This design comes from an exercise in tuning for small area and a short achievable clock period on the open sky130 flow, not from production work.
Function was checked by simulation only, so behaviour that the tests miss may differ from the original.

==> flow/design.v (outline; a module is shown in full before it is edited, if it fits) <==
// module ALU32Bit: 1311 lines
// module ALUOut: 36 lines
// module FA: 4 lines
// module HA: 4 lines
// module ALUTop: 60 lines
module ALUTop(Clk, ALUControl, A, B, Hi_in, Lo_in, ALUResult, Zero, Hi_out, Lo_out);
  // ...
==> flow/flow/run.sh <==
#!/bin/bash
set -euo pipefail
export SETUP_SLACK_MARGIN=8
export BUFFER_PORTS_ARGS="-buffer_cell sky130_fd_sc_hd__buf_1"
bash standard.sh > standard.log 2>&1
==> flow/standard.sh <==
#!/bin/bash
# synth_recipe.tcl (not shown) runs the flow's synth.tcl, then flattens the netlist and writes it again
# the make line also repeats each setting of config.mk as NAME=value (left out here)
make -C /OpenROAD-flow-scripts/flow DESIGN_CONFIG=/design/flow/config.mk WORK_HOME=/design/flow/orfs CLKGATE_MAP_FILE= SYNTH_SCRIPT=/design/flow/synth_recipe.tcl "${@:-finish}"
==> flow/config.mk <==
export PLATFORM = sky130hd
export DESIGN_NAME = ALUTop
export DESIGN_NICKNAME = ALUTop
export VERILOG_FILES = /design/flow/design.v
export SDC_FILE = /design/flow/constraint.sdc
export NUM_CORES = 4
export LEC_CHECK = 0
export ABC_AREA = 1
export CAP_MARGIN = 30
export CORE_MARGIN = 2
export CORE_UTILIZATION = 40
export SLEW_MARGIN = 30
export SYNTH_HIERARCHICAL = 1
export SYNTH_MINIMUM_KEEP_SIZE = 0
==> flow/constraint.sdc <==
create_clock -name core_clock -period 14.0 [get_ports {Clk}]
set_input_delay 2.8000 -clock core_clock [delete_from_list [all_inputs] [get_ports {Clk}]]
set_output_delay 2.8000 -clock core_clock [all_outputs]
set_load 0.01 [all_outputs]
==> results.json, run 1 <==
{
  "status": "no timing/DRC/antenna violations",
  "setup_viol": 0,
  "ant_nets": 0,
  "multi_input_gates": 4413,
  "ys_top_cells_by_area": "fa_1, dfxtp_1, xor2_1",
  "yosysTopAreaCellShare_pct": 25.3,
  "avgRoutedWirePerCell_um": 30.7,
  "rsz0062_at_grt": "true",
  "seq_cells": 284,
  "grt_antenna_before_repair": 19,
  "setup_tns_ps": 0,
  "grt_max_degree": 65,
  "critical_path.endpoint_type": "flip-flop",
  "remaining_drc_errors": 0,
  "synthCells": 5496,
  "taps": 1403,
  "synth_edf_count": 0,
  "post-place-cells": 6810,
  "cp.depth": 18,
  "reg2reg_to": "Lo_out[24]",
  "fillers": 10500,
  "synth_compound_area_share_pct": 14.1,
  "layout-drive-gt1-share_pct": 10.2,
  "inverters": 364,
  "cts_tree": "yes",
  "fin_hold_ws_ps": 580,
  "clock-sinks": 284,
  "die_h_um": 332,
  "r2r_cells": 18,
  "critPathKind": "flip-flop to flip-flop",
  "mostFrequentLayoutCells": "nand2_1, xor2_1, nand3_1",
  "initial_utilization_pct": 40.2
}
==> module ALUTop, before the edit <==
module ALUTop(Clk, ALUControl, A, B, Hi_in, Lo_in, ALUResult, Zero, Hi_out, Lo_out);
    input Clk;
    input [5:0] ALUControl;
    input [31:0] A, B, Hi_in, Lo_in;
    output reg [31:0] ALUResult;
    output reg Zero;
    output reg [31:0] Hi_out, Lo_out;
    reg [5:0] ctl_q;
    reg ar_q;       
    reg neg_q;      
    reg hl_q;       
    reg [15:0] bone_q, btwo_q, bneg_q;
    reg bhi_q, bn16_q;
    wire ar_d = (ALUControl[5:2] == 4'b0000) | (ALUControl == 6'h25) | (ALUControl == 6'h04) |
                (ALUControl == 6'h16) | (ALUControl == 6'h17) | (ALUControl == 6'h1F) | (ALUControl == 6'h20);
    wire msub_d = (ALUControl == 6'h09);
    wire [33:0] bx = {1'b0, B, 1'b0};     
    wire [15:0] bone_d, btwo_d, bneg_d;
    genvar j;
    generate
        for (j = 0; j < 16; j = j + 1) begin : benc
            wire b0 = bx[2*j];
            wire b1 = bx[2*j+1];
            wire b2 = bx[2*j+2];
            if (j == 0) begin : r0
                assign bone_d[j] = (b1 ^ b0) | ar_d;
            end else begin : rj
                assign bone_d[j] = (b1 ^ b0) & ~ar_d;
            end
            assign btwo_d[j] = ((b2 & ~b1 & ~b0) | (~b2 & b1 & b0)) & ~ar_d;
            assign bneg_d[j] = (b2 & ~ar_d) ^ msub_d;
        end
    endgenerate
    reg [31:0] a_q, b_q, hi_q, lo_q;
    wire [31:0] res_d, hi_d, lo_d;
    wire zero_d;
    ALU32Bit alu(.ALUControl(ctl_q), .op_ar(ar_q), .op_neg(neg_q), .op_hl(hl_q),
                 .bone(bone_q), .btwo(btwo_q), .bneg(bneg_q), .bhi(bhi_q), .bn16(bn16_q), .A(a_q), .B(b_q), .ALUResult(res_d), .Zero(zero_d),
                 .Hi_in(hi_q), .Lo_in(lo_q), .Hi_out(hi_d), .Lo_out(lo_d));
    always @(posedge Clk) begin
        ctl_q <= ALUControl;
        ar_q <= ar_d;
        neg_q <= (ALUControl == 6'h04) | (ALUControl == 6'h16) | (ALUControl == 6'h17) |
                 (ALUControl == 6'h1F) | (ALUControl == 6'h20);
        hl_q <= (ALUControl == 6'h08) | (ALUControl == 6'h09);
        bone_q <= bone_d;
        btwo_q <= btwo_d;
        bneg_q <= bneg_d;
        bhi_q <= B[31] & ~ar_d;
        bn16_q <= B[31] & msub_d;
        a_q <= A;
        b_q <= B;
        hi_q <= Hi_in;
        lo_q <= Lo_in;
        ALUResult <= res_d;
        Zero <= zero_d;
        Hi_out <= hi_d;
        Lo_out <= lo_d;
    end
endmodule
==> run 2: changes to the inputs <==
--- a/flow/design.v
+++ b/flow/design.v
@@ -1,25 +1,23 @@
 `timescale 1ns / 1ps
-module ALU32Bit(ALUControl, op_ar, op_neg, op_hl, bone, btwo, bneg, bhi, bn16, A, B, ALUResult, Zero, Hi_in, Lo_in, Hi_out, Lo_out);
+module ALU32Bit(ALUControl, A, B, ALUResult, Zero, Hi_in, Lo_in, Hi_out, Lo_out);
     input [5:0] ALUControl;
-    input op_ar;                        
-    input op_neg;                       
-    input op_hl;                        
-    input [15:0] bone, btwo, bneg;
-    input bhi;                          
-    input bn16;                         
     input [31:0] A;
     input [31:0] B;
     input [31:0] Hi_in;
     input [31:0] Lo_in;
     output [31:0] ALUResult;
     output Zero;
     output [31:0] Hi_out;
     output [31:0] Lo_out;
+    wire op_ar, op_neg, op_hl, bhi, bn16;
+    wire [15:0] bone, btwo, bneg;
+    BoothEnc benc(.ALUControl(ALUControl), .B(B), .op_ar(op_ar), .op_neg(op_neg), .op_hl(op_hl),
+                  .bone(bone), .btwo(btwo), .bneg(bneg), .bhi(bhi), .bn16(bn16));
     wire op_mul  = (ALUControl == 6'h05);
     wire op_mult = (ALUControl == 6'h06) | (ALUControl == 6'h07);
     wire op_mthi = (ALUControl == 6'h21);
     wire op_mtlo = (ALUControl == 6'h22);
     wire op_add  = (ALUControl[5:2] == 4'b0000) | (ALUControl == 6'h25);
     wire op_sub  = (ALUControl == 6'h04);
     wire op_slt  = (ALUControl == 6'h16) | (ALUControl == 6'h17) |
                    (ALUControl == 6'h1F) | (ALUControl == 6'h20);
@@ -1305,16 +1303,46 @@
             6'h29 : r = {31'b0, eq};
             6'h2A : r = {31'b0, A[31] | ~a_nz};
             6'h2B : r = {31'b0, ~A[31] & a_nz};
             6'h2C : r = {31'b0, ~A[31]};
             default : r = 32'b0;
         endcase
     end
 endmodule
+module BoothEnc(ALUControl, B, op_ar, op_neg, op_hl, bone, btwo, bneg, bhi, bn16);
+    input [5:0] ALUControl;
+    input [31:0] B;
+    output op_ar, op_neg, op_hl, bhi, bn16;
+    output [15:0] bone, btwo, bneg;
+    assign op_ar = (ALUControl[5:2] == 4'b0000) | (ALUControl == 6'h25) | (ALUControl == 6'h04) |
+                 (ALUControl == 6'h16) | (ALUControl == 6'h17) | (ALUControl == 6'h1F) | (ALUControl == 6'h20);
+    assign op_neg = (ALUControl == 6'h04) | (ALUControl == 6'h16) | (ALUControl == 6'h17) |
+                  (ALUControl == 6'h1F) | (ALUControl == 6'h20);
+    assign op_hl = (ALUControl == 6'h08) | (ALUControl == 6'h09);
+    wire op_msub = (ALUControl == 6'h09);
+    wire [33:0] bx = {1'b0, B, 1'b0};     
+    genvar jj;
+    generate
+        for (jj = 0; jj < 16; jj = jj + 1) begin : benc
+            wire b0 = bx[2*jj];
+            wire b1 = bx[2*jj+1];
+            wire b2 = bx[2*jj+2];
+            if (jj == 0) begin : r0
+                assign bone[jj] = (b1 ^ b0) | op_ar;
+            end else begin : rj
+                assign bone[jj] = (b1 ^ b0) & ~op_ar;
+            end
+            assign btwo[jj] = ((b2 & ~b1 & ~b0) | (~b2 & b1 & b0)) & ~op_ar;
+            assign bneg[jj] = (b2 & ~op_ar) ^ op_msub;
+        end
+    endgenerate
+    assign bhi = B[31] & ~op_ar;         
+    assign bn16 = B[31] & op_msub;       
+endmodule
 module ALUOut(hp, hg, op_hilo, op_low, op_slt, hi_o, lo_o, r, ALUResult, Zero, Hi_out, Lo_out, ltu);
     input [63:0] hp, hg;                  
     input op_hilo, op_low, op_slt;
     input [31:0] hi_o, lo_o, r;
     output [31:0] ALUResult;
     output Zero;
     output [31:0] Hi_out, Lo_out;
     output ltu;
@@ -1358,58 +1386,23 @@
 module ALUTop(Clk, ALUControl, A, B, Hi_in, Lo_in, ALUResult, Zero, Hi_out, Lo_out);
     input Clk;
     input [5:0] ALUControl;
     input [31:0] A, B, Hi_in, Lo_in;
     output reg [31:0] ALUResult;
     output reg Zero;
     output reg [31:0] Hi_out, Lo_out;
     reg [5:0] ctl_q;
-    reg ar_q;       
-    reg neg_q;      
-    reg hl_q;       
-    reg [15:0] bone_q, btwo_q, bneg_q;
-    reg bhi_q, bn16_q;
-    wire ar_d = (ALUControl[5:2] == 4'b0000) | (ALUControl == 6'h25) | (ALUControl == 6'h04) |
-                (ALUControl == 6'h16) | (ALUControl == 6'h17) | (ALUControl == 6'h1F) | (ALUControl == 6'h20);
-    wire msub_d = (ALUControl == 6'h09);
-    wire [33:0] bx = {1'b0, B, 1'b0};     
-    wire [15:0] bone_d, btwo_d, bneg_d;
-    genvar j;
-    generate
-        for (j = 0; j < 16; j = j + 1) begin : benc
-            wire b0 = bx[2*j];
-            wire b1 = bx[2*j+1];
-            wire b2 = bx[2*j+2];
-            if (j == 0) begin : r0
-                assign bone_d[j] = (b1 ^ b0) | ar_d;
-            end else begin : rj
-                assign bone_d[j] = (b1 ^ b0) & ~ar_d;
-            end
-            assign btwo_d[j] = ((b2 & ~b1 & ~b0) | (~b2 & b1 & b0)) & ~ar_d;
-            assign bneg_d[j] = (b2 & ~ar_d) ^ msub_d;
-        end
-    endgenerate
     reg [31:0] a_q, b_q, hi_q, lo_q;
     wire [31:0] res_d, hi_d, lo_d;
     wire zero_d;
-    ALU32Bit alu(.ALUControl(ctl_q), .op_ar(ar_q), .op_neg(neg_q), .op_hl(hl_q),
-                 .bone(bone_q), .btwo(btwo_q), .bneg(bneg_q), .bhi(bhi_q), .bn16(bn16_q), .A(a_q), .B(b_q), .ALUResult(res_d), .Zero(zero_d),
+    ALU32Bit alu(.ALUControl(ctl_q), .A(a_q), .B(b_q), .ALUResult(res_d), .Zero(zero_d),
                  .Hi_in(hi_q), .Lo_in(lo_q), .Hi_out(hi_d), .Lo_out(lo_d));
     always @(posedge Clk) begin
         ctl_q <= ALUControl;
-        ar_q <= ar_d;
-        neg_q <= (ALUControl == 6'h04) | (ALUControl == 6'h16) | (ALUControl == 6'h17) |
-                 (ALUControl == 6'h1F) | (ALUControl == 6'h20);
-        hl_q <= (ALUControl == 6'h08) | (ALUControl == 6'h09);
-        bone_q <= bone_d;
-        btwo_q <= btwo_d;
-        bneg_q <= bneg_d;
-        bhi_q <= B[31] & ~ar_d;
-        bn16_q <= B[31] & msub_d;
         a_q <= A;
         b_q <= B;
         hi_q <= Hi_in;
         lo_q <= Lo_in;
         ALUResult <= res_d;
         Zero <= zero_d;
         Hi_out <= hi_d;
         Lo_out <= lo_d;
==> flow/flow/run.sh (replaced) <==
#!/bin/bash
set -euo pipefail
export SETUP_SLACK_MARGIN=7.5
bash standard.sh > standard.log 2>&1
==> flow/config.mk (replaced) <==
export PLATFORM = sky130hd
export DESIGN_NAME = ALUTop
export DESIGN_NICKNAME = ALUTop
export VERILOG_FILES = /design/flow/design.v
export SDC_FILE = /design/flow/constraint.sdc
export NUM_CORES = 4
export LEC_CHECK = 0
export ABC_AREA = 1
export CAP_MARGIN = 35
export CORE_MARGIN = 2
export CORE_UTILIZATION = 40
export SLEW_MARGIN = 35
export SYNTH_HIERARCHICAL = 1
export SYNTH_MINIMUM_KEEP_SIZE = 0
==> run 2 against run 1 <==
  * Via count shrank 0.77%
  * Still clean on timing, DRC and antenna
  * Critical endpoint is now Hi_out[26]
  * Count of clock-buffer cells in the layout shrank 8
  * Sequential share of layout area decreased by 2.8 points
==> results.json, run 2 <==
{
  "seqCellArea_um2": 4650,
  "grt_pass1_vias": 42900,
  "yosysTopAreaCellShare_pct": 26.0,
  "grt_usage_pct": 38.1,
  "yosys.cell_types.count": 59,
  "hold_viol_final": 0,
  "post-place-cells": 6748,
  "synth_top_cell_by_area": "fa_1",
  "routed_wl_um": 211000,
  "die_area_um2": 107000,
  "drtPass1Iterations": 8,
  "grt_antenna_before_repair": 11,
  "synthAdderAreaFrac_pct": 31.9,
  "critPathLaunchType": "flip-flop",
  "syn_area_per_cell_um2": 7.69,
  "finalInstanceArea_um2": 50200,
  "ys_ff_latch": 231,
  "synthCells": 5443,
  "layout-drive-gt1-share_pct": 13.5,
  "synthArstFlopShare_pct": 0,
  "initial_utilization_pct": 40.4,
  "core_area_um2": 104000,
  "cts_root_buffer": "clkbuf_16",
  "syn_nets": 6319,
  "avgRoutedWirePerCell_um": 30.4,
  "dp_hpwl_um": 144000,
  "layout_commonest_cell": "nand2_1",
  "dp_slack_ps": 5450,
  "cp_common_cell": "fa_2",
  "grt_max_degree": 65,
  "h-tree-depth": 1,
  "critical_path.endpoint_type": "flip-flop",
  "setup_ws_ps": 7170,
  "critical_path_required_ps": 14470,
  "synth_most_common_cell": "nand2_1",
  "arrival_ps": 7300,
  "maxCapViolations": 0,
  "setup_viol": 0,
  "mappedNetlistArea_um2": 41900,
  "max_clock_freq_mhz": 146,
  "mostFrequentLayoutCells": "nand2_1, xor2_1, nand3_1",
  "final_core_utilization_pct": 48.4,
  "slew_viol_final": 0,
  "gp_congestion": 1.03,
  "synth-xor-area-share_pct": 12.5,
  "ios": 232,
  "setup_tns_ps": 0,
  "synthSimpleGateAreaFrac_pct": 22.3,
  "portBuffers": 231,
  "fillers": 10200,
  "ys_top_cells_by_area": "fa_1, xor2_1, dfxtp_1",
  "remaining_drc_errors": 0,
  "ys_seq_area_share_pct": 11.0,
  "synth_commonest_cells": "nand2_1, xor2_1, fa_1",
  "period_minus_slack_ps": 6830,
  "fin_crit_sh_pct": 48.8,
  "status": "no timing/DRC/antenna violations",
  "clkSlewWorstSetupHoldPaths_ps": 60,
  "post_dp_cell_area_um2": 45100,
  "grt_overflow": 0,
  "tightest_slew_ps": 1190,
  "synth_top_family_by_area": "adder cells",
  "synth.area.mux_share_pct": 0,
  "vias": 44500,
  "hold_depth": 4,
  "fin_hold_ws_ps": 562,
  "row_count": 118,
  "rsz0062_at_grt": "true",
  "relSlewSlack_pct": 19.8,
  "worstPathMaxFanout": 9,
  "r2r_cells": 31,
  "clock-skew-final_ps": 57.8,
  "die_width_um": 328,
  "clock-sinks": 231,
  "cts_hold_buffers": 0,
  "clk_latency_ps": 640,
  "critPathKind": "flip-flop to flip-flop",
  "ant_nets": 0,
  "cts_tree": "yes",
  "die_h_um": 328,
  "synth_edf_count": 0,
  "hp-class": "flip-flop to flip-flop",
  "multi_input_area_um2": 35800,
  "num-nets-final": 6403,
  "vias_per_cell": 6.42,
  "cts_buffer_depth": 3,
  "area_growth_pct": 19.9,
  "synth_warnings": 9,
  "max_stage_delay_ps": 570,
  "layoutNonFillerInstCount": 6934,
  "critPathSlowestCell": "fa_2",
  "cts_buffers": 27,
  "drt_iter0_drc": 6920,
  "synth_compound_area_share_pct": 14.5,
  "yosys_most_used_dff": "dfxtp_1",
  "grt_pass1_wl_um": 300000
}
==> run 2: cell types whose count changed after synthesis <==
cell     before  now
dfxtp_1     284  231
==> run 2: worst paths after layout <==
check	startpoint	end	slack (ps)
setup reg to reg	ctl_q[2]	Hi_out[26]	7170
setup / recovery	ctl_q[2]	Hi_out[26]	7170
hold / removal	hi_q[13]	Hi_out[13]	560
hold reg to reg	hi_q[13]	Hi_out[13]	560
==> run 2: layout make-up <==
class                      instances  area share, %
sequential                       231           9.26
clock inverter                    10          0.254
tap                             1380           3.44
multi-input combinational       4416           71.2
inverter                         363           2.92
antenna                            9         0.0449
timing repair buffer             482           11.2
timing repair inverter             6         0.0798
clock buffer                      37           1.54
==> run 2: cells by family (layout without fill, tap and decap cells) <==
kind of cell,after synthesis,count (layout)
other,0,9
adder cells (fa/ha/maj),741,741
flip-flops,231,231
XOR/XNOR,596,596
AO/OA/AOI/OAI,971,971
AND/OR/NAND/NOR,2102,2108
buffers and inverters,802,898
==> run 2: Yosys stat by module (local to each module, per instance) <==
module | flops+latches | cells inside
ALU32Bit | 0 | 3387
ALUOut | 0 | 1003
ALUTop | 231 | 231
BoothEnc | 0 | 215
FA | 0 | 1
HA | 0 | 1
==> run 2: routing by layer <==
metal / global-route usage, % / wire length [um] / share of wire, %
met1: 47.6 / 75800 / 36
met2: 54.2 / 85300 / 40
met3: 15.4 / 31700 / 15
met4: 24.6 / 17900 / 8.5
met5: 0 / 79 / 0.037
==> run 2: what timing repair did <==
item / CTS / global route
resized for setup: 416 / 92
setup endpoints to repair: 74 / 53
pin swaps: 75 / 56
buffers inserted: 79 / 9
cloned: 39 / 3
==> run 2: critical path, delay by kind of cell, from the launching register on <==
family | cells | cell delay (ps)
compound gates | 2 | 400
xor+xnor | 1 | 220
fa+ha+maj | 7 | 3180
buf+inv | 5 | 670
flops | 1 | 370
simple gates | 16 | 1820
==> run 3: changes to the inputs <==
==> flow/flow/run.sh (replaced) <==
#!/bin/bash
set -euo pipefail
export SETUP_SLACK_MARGIN=7.5
export BUFFER_PORTS_ARGS="-buffer_cell sky130_fd_sc_hd__buf_1"
bash standard.sh > standard.log 2>&1
--- a/flow/config.mk
+++ b/flow/config.mk
@@ -6,9 +6,9 @@
 export NUM_CORES = 4
 export LEC_CHECK = 0
 export ABC_AREA = 1
-export CAP_MARGIN = 35
+export CAP_MARGIN = 30
 export CORE_MARGIN = 2
 export CORE_UTILIZATION = 40
-export SLEW_MARGIN = 35
+export SLEW_MARGIN = 30
 export SYNTH_HIERARCHICAL = 1
 export SYNTH_MINIMUM_KEEP_SIZE = 0
==> run 3 against run 2 <==
  * Maximum frequency increased by 2.1%
  * Synthesized cell count did not move
  * Count of clock-buffer cells in the layout fell by 1
  * Critical path type unchanged
  * Area after synthesis stayed put
  * Wire length shrank 1.5%
  * Clock skew decreased by 42 ps
  * Largest cell class unchanged
  * Worst setup slack improved by 140 ps
==> results.json, run 3 <==
{
  "status": "no timing/DRC/antenna violations",
  "ant_nets": 0,
  "cts_hold_buffers": 0,
  "synth_edf_count": 0,
  "cts_buffer_depth": 3,
  "grt_overflow": 0,
  "h-tree-depth": 1,
  "layout-drive-gt1-share_pct": 14.5,
  "mostFrequentLayoutCells": "nand2_1, xor2_1, nand3_1",
  "grt_pass1_wl_um": 291000,
  "crit_buf_inv": 6,
  "dp_hpwl_um": 143000,
  "syn_nets": 6319,
  "yosysTopAreaCellShare_pct": 26.0,
  "synthCells": 5443,
  "ys_top_cells_by_area": "fa_1, xor2_1, dfxtp_1",
  "area_growth_pct": 17.1,
  "critical_path_required_ps": 14530,
  "synth_most_common_cell": "nand2_1",
  "cts_tree": "yes",
  "worstPathMaxFanout": 31,
  "maxCapViolations": 0,
  "setup_ws_ps": 7310,
  "ys_ff_latch": 231,
  "synth_top_cell_by_area": "fa_1",
  "cts_root_buffer": "clkbuf_16",
  "routed_wl_um": 208000,
  "max_stage_delay_ps": 550,
  "initial_utilization_pct": 40.4,
  "vias": 43900,
  "synth_warnings": 9,
  "grt_antenna_before_repair": 12,
  "yosys.cell_types.count": 59,
  "clkSlewWorstSetupHoldPaths_ps": 60,
  "clock-skew-final_ps": 16.0,
  "clk_latency_ps": 640,
  "num-nets-final": 6409,
  "grt_max_degree": 65,
  "clock-sinks": 231,
  "critPathKind": "flip-flop to flip-flop",
  "critical_path.endpoint_type": "flip-flop",
  "critPathLaunchType": "flip-flop",
  "synthArstFlopShare_pct": 0,
  "row_count": 118,
  "setup_viol": 0,
  "tightest_slew_ps": 1190,
  "die_area_um2": 107000,
  "ys_seq_area_share_pct": 11.0,
  "layout_commonest_cell": "nand2_1",
  "drtPass1Iterations": 13,
  "gp_congestion": 1.06,
  "syn_area_per_cell_um2": 7.69,
  "slew_viol_final": 0,
  "dp_slack_ps": 5540,
  "post_dp_cell_area_um2": 43600,
  "grt_usage_pct": 37.1,
  "core_area_um2": 104000,
  "ios": 232,
  "arrival_ps": 7210,
  "drt_iter0_drc": 6141,
  "hold_viol_final": 0,
  "rsz0062_at_grt": "true",
  "die_width_um": 328,
  "critPathSlowestCell": "fa_2",
  "setup_tns_ps": 0,
  "relSlewSlack_pct": 19.9,
  "portBuffers": 231,
  "fin_crit_sh_pct": 47.8,
  "remaining_drc_errors": 0,
  "cts_buffers": 30,
  "hp-class": "flip-flop to flip-flop",
  "final_core_utilization_pct": 47.3,
  "avgRoutedWirePerCell_um": 29.9,
  "grt_pass1_vias": 41700,
  "yosys_most_used_dff": "dfxtp_1",
  "path_delay_family": "adder cells",
  "synth_commonest_cells": "nand2_1, xor2_1, fa_1",
  "mappedNetlistArea_um2": 41900,
  "finalInstanceArea_um2": 49000,
  "max_clock_freq_mhz": 150,
  "vias_per_cell": 6.33,
  "period_minus_slack_ps": 6690,
  "die_h_um": 328
}
## run 3: cell counts after synthesis
Identical to the previous run, type by type.
## run 3: worst paths after layout
path | start | end | slack [ps] | cells after the start
worst min register to register | hi_q[10] | Hi_out[10] | 560 | 4
worst min-delay path | hi_q[10] | Hi_out[10] | 560 | 4
worst max register to register | ctl_q[2] | Hi_out[21] | 7310 | 31
worst max-delay path | ctl_q[2] | Hi_out[21] | 7310 | 31
## run 3: tightest hold or removal path, delay by kind of cell (launching register included)
kind               cells  cell delay (ps)
DFF                    1              330
AOI/OAI and AO/OA      1               60
and+or+nand+nor        3              140
## run 3: cell families (layout without fill, tap and decap cells)
group,count (synthesis),count (layout),synth area share (%)
AND/OR/NAND/NOR,2102,2109,22.3
AO/OA/AOI/OAI,971,971,14.5
buffers and inverters,802,909,7.79
adder cells (fa/ha/maj),741,741,31.9
XOR/XNOR,596,596,12.5
flip-flops,231,231,11.0
other,0,2,0
## run 3: stage by stage
| step | hold slack, ps | instances |
|---|---|---|
| 6_report | 560 | 6939 |
| 5_1_grt | 613 | 6937 |
| 4_1_cts | 570 | 6879 |
| 3_5_place_dp | 556 | 6741 |
| 3_3_place_gp | 548 | 6741 |
| 2_1_floorplan | 520 | 5443 |
## run 3: timing repair
action                     CTS  global route
gates resized for setup    335           246
cloned                      21            14
pin swaps                   68           105
buffers inserted            61            44
setup endpoints to repair   74            61
## run 3: area by class of cell
class	instances	area [um^2]
fill	10300	54600
antenna	2	5.00
sequential	231	4660
timing repair buffer	486	4040
clock buffer	36	815
multi-input combinational	4417	36000
tap	1380	1730
inverter	363	1480
timing repair inverter	4	27.5
clock inverter	20	259
## run 3: per-module statistics from Yosys, one instance, submodules excluded
module	times used	flops+latches	cells	area, um^2
ALU32Bit	1	0	3387	19700
HA	64	0	1	12.5
FA	543	0	1	20.0
ALUTop	1	231	231	4620
BoothEnc	1	0	215	1080
ALUOut	1	0	1003	4790
## run 3: routing by layer
metal	vias to the layer above	part of all wire, %	routed length, um	track usage (%)
li1	18500	-	-	-
met1	21000	36	74900	46.7
met2	3442	41	84700	53.5
met3	922	15	30700	13.6
met4	22	8.3	17100	23.2
met5	-	0.069	143	0

separate check: timing with driven ports:
Ports are ideal in the flow. The routed layouts listed here were re-timed in OpenROAD.
Step 1 sets driving cells, clkbuf_16 on the clock port and buf_2 on the other inputs (assumed; they add their load-dependent delay and slew).
Step 2 also shifts input and output timing later by t, the mid clock arrival at the registers, as if the neighbouring blocks saw the same clock.
a / b / c = ideal / step 1 / step 2; a / b = the first two.
run	t, ns	setup slack, ns	worst setup path at the end
run 1	0.668	7.967 / 7.967 / 7.967	register to register
run 2	0.685	7.173 / 7.173 / 7.173	register to register
run 3	0.708	7.312 / 7.312 / 7.312	register to register
After both steps setup and hold are still met in every run listed.
